Context: an optimization exercise on an open-source flow, tuned for small area, a short achievable clock period and few clock cycles per item. The choices shown serve that exercise and are no tape-out recipe.
At most, simulation tests tie the RTL to the original design; equivalence was not proved.

==> inputs of run a <==
Design SNN, start of the top module:
module SNN(
	clk,
	rst_n,
	in_valid,
	img,
	ker,
	weight,
	out_valid,
	out_data
);
==> flow/config.mk <==
export PLATFORM = sky130hd
export DESIGN_NAME = SNN
export DESIGN_NICKNAME = SNN
export VERILOG_FILES = /design/flow/design.v
export SDC_FILE = /design/flow/constraint.sdc
export NUM_CORES = 4
export LEC_CHECK = 0
export CAP_MARGIN = 20
export CORE_MARGIN = 2
export CORE_UTILIZATION = 40
export CTS_CLUSTER_DIAMETER = 120
export CTS_CLUSTER_SIZE = 24
export SLEW_MARGIN = 20
==> flow/constraint.sdc <==
create_clock -name core_clock -period 16.0 [get_ports {clk}]
set_input_delay 3.2000 -clock core_clock [delete_from_list [all_inputs] [get_ports {clk}]]
set_output_delay 3.2000 -clock core_clock [all_outputs]
set_load 0.01 [all_outputs]
standard.sh (not shown) runs the stock make flow with config.mk's settings and CLKGATE_MAP_FILE= SYNTH_SCRIPT=/design/flow/synth_recipe.tcl, a recipe that flattens the netlist after the stock synthesis.
==> flow/flow/run.sh <==
#!/bin/bash
# Standard ORFS layout with two changes: the ports are buffered with buf_2, and
# after the standard synthesis the inverters that extract_fa leaves around
# full adders are removed by choosing each full adder's polarity (invopt.py).
set -euo pipefail
export BUFFER_PORTS_ARGS="-buffer_cell sky130_fd_sc_hd__buf_2"
bash standard.sh synth > synth.log 2>&1
NET=orfs/results/sky130hd/SNN/base/1_2_yosys.v
cp "$NET" synth_netlist_before_invopt.log
python3 flow/invopt.py "$NET" > invopt.log 2>&1
bash standard.sh > standard.log 2>&1
Other scripts of this flow, unchanged in this note and not shown: flow/flow/invopt.py
==> run b (differences from run a) <==
--- a/flow/design.v
+++ b/flow/design.v
@@ -72,46 +72,48 @@
   if (wshift) begin
     wr0 <= wr1; wr1 <= wr2; wr2 <= wr3;
     wr3 <= opany ? wr0 : w_in;
   end
 end
 reg cv, qv;
 reg [1:0] cr, cc, qr, qc;
-reg cim, qim, opr, oim, epr, eim;
+reg cim, qim, opr, oim, epr, eim, hk, hpr;
 always @(posedge clk or negedge rst_n) begin
   if (!rst_n) begin cv <= 1'b0; qv <= 1'b0; op0 <= 1'b0; op1 <= 1'b0; op2 <= 1'b0; op3 <= 1'b0;
-    n2 <= 1'b0; n3 <= 1'b0; e2 <= 1'b0; e3 <= 1'b0; end
+    n2 <= 1'b0; n3 <= 1'b0; e2 <= 1'b0; e3 <= 1'b0; h <= 1'b0; end
   else begin
     cv <= v_r & (x >= 3'd2) & (ym >= 3'd2);
     qv <= cv;
     op0 <= qv & qr[0] & (qc == 2'd1);
     op1 <= op0;
     op2 <= qv & qr[0] & (qc == 2'd3);
     op3 <= op2;
     n2 <= op2;
     n3 <= op3;
     e2 <= n2;
     e3 <= n3;
+    h <= (e2 | e3) & eim;
   end
 end
 always @(posedge clk) begin
   cr <= ym[1:0] - 2'd2; cc <= x[1:0] - 2'd2; cim <= im;
   qr <= cr; qc <= cc; qim <= cim;
   if (op0) begin opr <= qr[1]; oim <= qim; end
   epr <= opr; eim <= oim;
+  hk <= e3; hpr <= epr;
 end
 reg [19:0] conv;
 reg [7:0] qa, qb;
 reg qcin;
 reg [7:0] pm0, pm1;
 reg [16:0] mr;
 wire [16:0] madd = (op2 | op3) ? mr : 17'd0;
 reg [7:0] f0, f1, f2, f3;
 reg [9:0] dsum;
-reg [7:0] fcv;
+reg [7:0] dif;
 wire fs_1;
 wire fc_2;
 assign fs_1 = ~(sr12[0] & k0[0]) ^ ~(sr11[0] & k1[0]) ^ ~(sr10[0] & k2[0]);
 assign fc_2 = (~(sr12[0] & k0[0]) & ~(sr11[0] & k1[0])) | (~(sr12[0] & k0[0]) & ~(sr10[0] & k2[0])) | (~(sr11[0] & k1[0]) & ~(sr10[0] & k2[0]));
 wire hs_3;
 wire hc_4;
 assign hs_3 = ~(~(sr6[0] & k3[0]) ^ ~(sr5[0] & k4[0]));
@@ -3077,36 +3079,36 @@
 end
 wire [16:0] mac_nx;
 assign mac_nx = {~(mc_16_0), ~(mc_15_0), ~(mc_14_0), ~(mc_13_0), ~(mc_12_0), ~(mc_11_0), ~(mc_10_0), ~(mc_9_0), ~(mc_8_0), ~(mc_7_0), ~(mc_6_0), ~(mc_5_0), ~(mc_4_0), ~(mc_3_0), ~(mc_2_0), ~(mc_1_0), ~(mc_0_0)} + {1'b0, ~(mc_15_1), ~(mc_14_1), ~(mc_13_1), ~(mc_12_1), ~(mc_11_1), ~(mc_10_1), ~(mc_9_1), ~(mc_8_1), ~(mc_7_1), ~(mc_6_1), ~(mc_5_1), ~(mc_4_1), ~(mc_3_1), ~(mc_2_1), ~(mc_1_1), ~(mc_0_1)};
 wire [7:0] q = qa + qb + {7'd0, qcin};
 wire q_gt0 = q > pm0;
 wire q_gt1 = q > pm1;
 wire pfirst = !qr[0] && !qc[0];
-wire [16:0] fsum = {1'b0, mac_nx[16:1]} + {9'd0, mac_nx[16:9]} + 17'd1;
+wire [16:0] fsum = {1'b0, mr[16:1]} + {9'd0, mr[16:9]} + 17'd1;
+wire [7:0] fcv = fsum[15:8];
 wire [8:0] dfa = {1'b0, f0} - {1'b0, fcv};
 wire [7:0] dfb = fcv - f0;
-wire [7:0] dif = dfa[8] ? dfb : dfa[7:0];
-wire last = e3 & eim & epr;
-wire [9:0] tot = ((epr | e3) ? dsum : 10'd0) + {2'd0, dif};
+wire last = h & hpr & hk;
+wire [9:0] tot = ((hpr | hk) ? dsum : 10'd0) + {2'd0, dif};
 always @(posedge clk) begin
   conv <= conv_nx;
   qa <= dva[21:14];
   qb <= dvb[21:14];
   qcin <= dvlow[14];
   if (qv) begin
     if (!qc[1]) pm0 <= (pfirst || q_gt0) ? q : pm0;
     else if (qr[0] && qc[0]) pm0 <= q_gt1 ? q : pm1;   
     else        pm1 <= (pfirst || q_gt1) ? q : pm1;
   end
   mr <= mac_nx;
-  fcv <= fsum[15:8];
   if (e2 | e3) begin
     f0 <= f1; f1 <= f2; f2 <= f3; f3 <= fcv;
   end
-  if ((e2 | e3) & eim) dsum <= tot;
+  dif <= dfa[8] ? dfb : dfa[7:0];
+  if (h) dsum <= tot;
 end
 always @(posedge clk or negedge rst_n) begin
   if (!rst_n) begin out_valid <= 1'b0; out_data <= 10'd0; end
   else begin
     out_valid <= last;
     out_data <= (last & (tot >= 10'd16)) ? tot : 10'd0;
   end
- CTS_BUF_LIST: not set -> sky130_fd_sc_hd__clkbuf_8
- CTS_CLUSTER_DIAMETER: 120 -> 80
- CTS_CLUSTER_SIZE: 24 -> 16
==> run c (differences from run a) <==
--- a/flow/design.v
+++ b/flow/design.v
@@ -72,46 +72,48 @@
   if (wshift) begin
     wr0 <= wr1; wr1 <= wr2; wr2 <= wr3;
     wr3 <= opany ? wr0 : w_in;
   end
 end
 reg cv, qv;
 reg [1:0] cr, cc, qr, qc;
-reg cim, qim, opr, oim, epr, eim;
+reg cim, qim, opr, oim, epr, eim, hk, hpr;
 always @(posedge clk or negedge rst_n) begin
   if (!rst_n) begin cv <= 1'b0; qv <= 1'b0; op0 <= 1'b0; op1 <= 1'b0; op2 <= 1'b0; op3 <= 1'b0;
-    n2 <= 1'b0; n3 <= 1'b0; e2 <= 1'b0; e3 <= 1'b0; end
+    n2 <= 1'b0; n3 <= 1'b0; e2 <= 1'b0; e3 <= 1'b0; h <= 1'b0; end
   else begin
     cv <= v_r & (x >= 3'd2) & (ym >= 3'd2);
     qv <= cv;
     op0 <= qv & qr[0] & (qc == 2'd1);
     op1 <= op0;
     op2 <= qv & qr[0] & (qc == 2'd3);
     op3 <= op2;
     n2 <= op2;
     n3 <= op3;
     e2 <= n2;
     e3 <= n3;
+    h <= (e2 | e3) & eim;
   end
 end
 always @(posedge clk) begin
   cr <= ym[1:0] - 2'd2; cc <= x[1:0] - 2'd2; cim <= im;
   qr <= cr; qc <= cc; qim <= cim;
   if (op0) begin opr <= qr[1]; oim <= qim; end
   epr <= opr; eim <= oim;
+  hk <= e3; hpr <= epr;
 end
 reg [19:0] conv;
 reg [7:0] qa, qb;
 reg qcin;
 reg [7:0] pm0, pm1;
 reg [16:0] mr;
 wire [16:0] madd = (op2 | op3) ? mr : 17'd0;
 reg [7:0] f0, f1, f2, f3;
 reg [9:0] dsum;
-reg [7:0] fcv;
+reg [7:0] dif;
 wire fs_1;
 wire fc_2;
 assign fs_1 = ~(sr12[0] & k0[0]) ^ ~(sr11[0] & k1[0]) ^ ~(sr10[0] & k2[0]);
 assign fc_2 = (~(sr12[0] & k0[0]) & ~(sr11[0] & k1[0])) | (~(sr12[0] & k0[0]) & ~(sr10[0] & k2[0])) | (~(sr11[0] & k1[0]) & ~(sr10[0] & k2[0]));
 wire hs_3;
 wire hc_4;
 assign hs_3 = ~(~(sr6[0] & k3[0]) ^ ~(sr5[0] & k4[0]));
@@ -3077,36 +3079,36 @@
 end
 wire [16:0] mac_nx;
 assign mac_nx = {~(mc_16_0), ~(mc_15_0), ~(mc_14_0), ~(mc_13_0), ~(mc_12_0), ~(mc_11_0), ~(mc_10_0), ~(mc_9_0), ~(mc_8_0), ~(mc_7_0), ~(mc_6_0), ~(mc_5_0), ~(mc_4_0), ~(mc_3_0), ~(mc_2_0), ~(mc_1_0), ~(mc_0_0)} + {1'b0, ~(mc_15_1), ~(mc_14_1), ~(mc_13_1), ~(mc_12_1), ~(mc_11_1), ~(mc_10_1), ~(mc_9_1), ~(mc_8_1), ~(mc_7_1), ~(mc_6_1), ~(mc_5_1), ~(mc_4_1), ~(mc_3_1), ~(mc_2_1), ~(mc_1_1), ~(mc_0_1)};
 wire [7:0] q = qa + qb + {7'd0, qcin};
 wire q_gt0 = q > pm0;
 wire q_gt1 = q > pm1;
 wire pfirst = !qr[0] && !qc[0];
-wire [16:0] fsum = {1'b0, mac_nx[16:1]} + {9'd0, mac_nx[16:9]} + 17'd1;
+wire [16:0] fsum = {1'b0, mr[16:1]} + {9'd0, mr[16:9]} + 17'd1;
+wire [7:0] fcv = fsum[15:8];
 wire [8:0] dfa = {1'b0, f0} - {1'b0, fcv};
 wire [7:0] dfb = fcv - f0;
-wire [7:0] dif = dfa[8] ? dfb : dfa[7:0];
-wire last = e3 & eim & epr;
-wire [9:0] tot = ((epr | e3) ? dsum : 10'd0) + {2'd0, dif};
+wire last = h & hpr & hk;
+wire [9:0] tot = ((hpr | hk) ? dsum : 10'd0) + {2'd0, dif};
 always @(posedge clk) begin
   conv <= conv_nx;
   qa <= dva[21:14];
   qb <= dvb[21:14];
   qcin <= dvlow[14];
   if (qv) begin
     if (!qc[1]) pm0 <= (pfirst || q_gt0) ? q : pm0;
     else if (qr[0] && qc[0]) pm0 <= q_gt1 ? q : pm1;   
     else        pm1 <= (pfirst || q_gt1) ? q : pm1;
   end
   mr <= mac_nx;
-  fcv <= fsum[15:8];
   if (e2 | e3) begin
     f0 <= f1; f1 <= f2; f2 <= f3; f3 <= fcv;
   end
-  if ((e2 | e3) & eim) dsum <= tot;
+  dif <= dfa[8] ? dfb : dfa[7:0];
+  if (h) dsum <= tot;
 end
 always @(posedge clk or negedge rst_n) begin
   if (!rst_n) begin out_valid <= 1'b0; out_data <= 10'd0; end
   else begin
     out_valid <= last;
     out_data <= (last & (tot >= 10'd16)) ? tot : 10'd0;
   end
- GPL_TIMING_DRIVEN: not set -> 1
==> run d (differences from run a) <==
--- a/flow/design.v
+++ b/flow/design.v
@@ -72,46 +72,48 @@
   if (wshift) begin
     wr0 <= wr1; wr1 <= wr2; wr2 <= wr3;
     wr3 <= opany ? wr0 : w_in;
   end
 end
 reg cv, qv;
 reg [1:0] cr, cc, qr, qc;
-reg cim, qim, opr, oim, epr, eim;
+reg cim, qim, opr, oim, epr, eim, hk, hpr;
 always @(posedge clk or negedge rst_n) begin
   if (!rst_n) begin cv <= 1'b0; qv <= 1'b0; op0 <= 1'b0; op1 <= 1'b0; op2 <= 1'b0; op3 <= 1'b0;
-    n2 <= 1'b0; n3 <= 1'b0; e2 <= 1'b0; e3 <= 1'b0; end
+    n2 <= 1'b0; n3 <= 1'b0; e2 <= 1'b0; e3 <= 1'b0; h <= 1'b0; end
   else begin
     cv <= v_r & (x >= 3'd2) & (ym >= 3'd2);
     qv <= cv;
     op0 <= qv & qr[0] & (qc == 2'd1);
     op1 <= op0;
     op2 <= qv & qr[0] & (qc == 2'd3);
     op3 <= op2;
     n2 <= op2;
     n3 <= op3;
     e2 <= n2;
     e3 <= n3;
+    h <= (e2 | e3) & eim;
   end
 end
 always @(posedge clk) begin
   cr <= ym[1:0] - 2'd2; cc <= x[1:0] - 2'd2; cim <= im;
   qr <= cr; qc <= cc; qim <= cim;
   if (op0) begin opr <= qr[1]; oim <= qim; end
   epr <= opr; eim <= oim;
+  hk <= e3; hpr <= epr;
 end
 reg [19:0] conv;
 reg [7:0] qa, qb;
 reg qcin;
 reg [7:0] pm0, pm1;
 reg [16:0] mr;
 wire [16:0] madd = (op2 | op3) ? mr : 17'd0;
 reg [7:0] f0, f1, f2, f3;
 reg [9:0] dsum;
-reg [7:0] fcv;
+reg [7:0] dif;
 wire fs_1;
 wire fc_2;
 assign fs_1 = ~(sr12[0] & k0[0]) ^ ~(sr11[0] & k1[0]) ^ ~(sr10[0] & k2[0]);
 assign fc_2 = (~(sr12[0] & k0[0]) & ~(sr11[0] & k1[0])) | (~(sr12[0] & k0[0]) & ~(sr10[0] & k2[0])) | (~(sr11[0] & k1[0]) & ~(sr10[0] & k2[0]));
 wire hs_3;
 wire hc_4;
 assign hs_3 = ~(~(sr6[0] & k3[0]) ^ ~(sr5[0] & k4[0]));
@@ -3077,36 +3079,36 @@
 end
 wire [16:0] mac_nx;
 assign mac_nx = {~(mc_16_0), ~(mc_15_0), ~(mc_14_0), ~(mc_13_0), ~(mc_12_0), ~(mc_11_0), ~(mc_10_0), ~(mc_9_0), ~(mc_8_0), ~(mc_7_0), ~(mc_6_0), ~(mc_5_0), ~(mc_4_0), ~(mc_3_0), ~(mc_2_0), ~(mc_1_0), ~(mc_0_0)} + {1'b0, ~(mc_15_1), ~(mc_14_1), ~(mc_13_1), ~(mc_12_1), ~(mc_11_1), ~(mc_10_1), ~(mc_9_1), ~(mc_8_1), ~(mc_7_1), ~(mc_6_1), ~(mc_5_1), ~(mc_4_1), ~(mc_3_1), ~(mc_2_1), ~(mc_1_1), ~(mc_0_1)};
 wire [7:0] q = qa + qb + {7'd0, qcin};
 wire q_gt0 = q > pm0;
 wire q_gt1 = q > pm1;
 wire pfirst = !qr[0] && !qc[0];
-wire [16:0] fsum = {1'b0, mac_nx[16:1]} + {9'd0, mac_nx[16:9]} + 17'd1;
+wire [16:0] fsum = {1'b0, mr[16:1]} + {9'd0, mr[16:9]} + 17'd1;
+wire [7:0] fcv = fsum[15:8];
 wire [8:0] dfa = {1'b0, f0} - {1'b0, fcv};
 wire [7:0] dfb = fcv - f0;
-wire [7:0] dif = dfa[8] ? dfb : dfa[7:0];
-wire last = e3 & eim & epr;
-wire [9:0] tot = ((epr | e3) ? dsum : 10'd0) + {2'd0, dif};
+wire last = h & hpr & hk;
+wire [9:0] tot = ((hpr | hk) ? dsum : 10'd0) + {2'd0, dif};
 always @(posedge clk) begin
   conv <= conv_nx;
   qa <= dva[21:14];
   qb <= dvb[21:14];
   qcin <= dvlow[14];
   if (qv) begin
     if (!qc[1]) pm0 <= (pfirst || q_gt0) ? q : pm0;
     else if (qr[0] && qc[0]) pm0 <= q_gt1 ? q : pm1;   
     else        pm1 <= (pfirst || q_gt1) ? q : pm1;
   end
   mr <= mac_nx;
-  fcv <= fsum[15:8];
   if (e2 | e3) begin
     f0 <= f1; f1 <= f2; f2 <= f3; f3 <= fcv;
   end
-  if ((e2 | e3) & eim) dsum <= tot;
+  dif <= dfa[8] ? dfb : dfa[7:0];
+  if (h) dsum <= tot;
 end
 always @(posedge clk or negedge rst_n) begin
   if (!rst_n) begin out_valid <= 1'b0; out_data <= 10'd0; end
   else begin
     out_valid <= last;
     out_data <= (last & (tot >= 10'd16)) ? tot : 10'd0;
   end
==> qor summary <==
| metric | run c | run a | run d | run b |
|---|---|---|---|---|
| Run status | finished clean | finished clean | finished clean | finished clean |
| Non-clock inverters | 229 | 233 | 229 | 229 |
| Clock network share of area | 2.538% | 2.386% | 2.538% | 2.445% |
| Startpoint of the lowest-slack hold path | sr1[1] | sr2[3] | sr1[1] | sr7[0] |
| Horizontal die dimension | 296.3 µm | 296.4 µm | 296.3 µm | 296.3 µm |
| Detailed Place HPWL | 71.08 mm | 70.55 mm | 71.08 mm | 71.08 mm |
| Share of the final layout cell area in multi-input gates | 55.55% | 55.78% | 55.55% | 55.60% |
| Crit-path max FO | 1 | 5 | 1 | 1 |
| Seq Cell Count | 553 | 550 | 553 | 553 |
| Hold slack final | 0.3262 ns | 0.3252 ns | 0.3262 ns | 0.3208 ns |
| Critical path endpoint category | output pin | flop | output pin | output pin |
| Multi-input combinational cell count | 1,889 | 1,885 | 1,889 | 1,889 |
| Fillers | 7,853 | 7,836 | 7,853 | 7,902 |
Testbench counts of run b, summed over its fixed seeds: cycles 38,880, items 480.
Testbench counts of run c, summed over its fixed seeds: cycles 38,880, items 480.
Testbench counts of run d, summed over its fixed seeds: cycles 38,880, items 480.
Function not checked in run a: the RTL went through the layout flow alone.

==> static timing again, ports no longer ideal <==
Ports are ideal in the flow. The routed layouts listed here were re-timed in OpenROAD. Step 1 sets driving cells, clkbuf_16 on the clock port and buf_2 on the other inputs (assumed; they add their load-dependent delay and slew). Step 2 adds t to the input delays and takes it off the output delays; t is the mean of the earliest and latest rising clock arrival at the registers after step 1. Input paths then give back, and output paths get back, about the clock's delay inside the block. Three values: ideal ports, drivers, drivers and shift; two values: the first two.
run | t, ns | slack for setup (ns) | hold WS [ns] | worst setup path at the end | slew at the worst register clock pin (ns)
run a | 0.689 | 11.091 / 11.091 / 11.091 | 0.325 / 0.325 / 0.325 | register to register | 0.11 / 0.11
run b | 0.711 | 11.617 / 11.554 / 11.396 | 0.321 / 0.321 / 0.321 | input to register | 0.11 / 0.11
run c | 0.692 | 11.639 / 11.576 / 11.378 | 0.326 / 0.326 / 0.326 | input to register | 0.11 / 0.11
run d | 0.692 | 11.639 / 11.576 / 11.378 | 0.326 / 0.326 / 0.326 | input to register | 0.11 / 0.11
After both steps setup and hold are still met in every run listed.
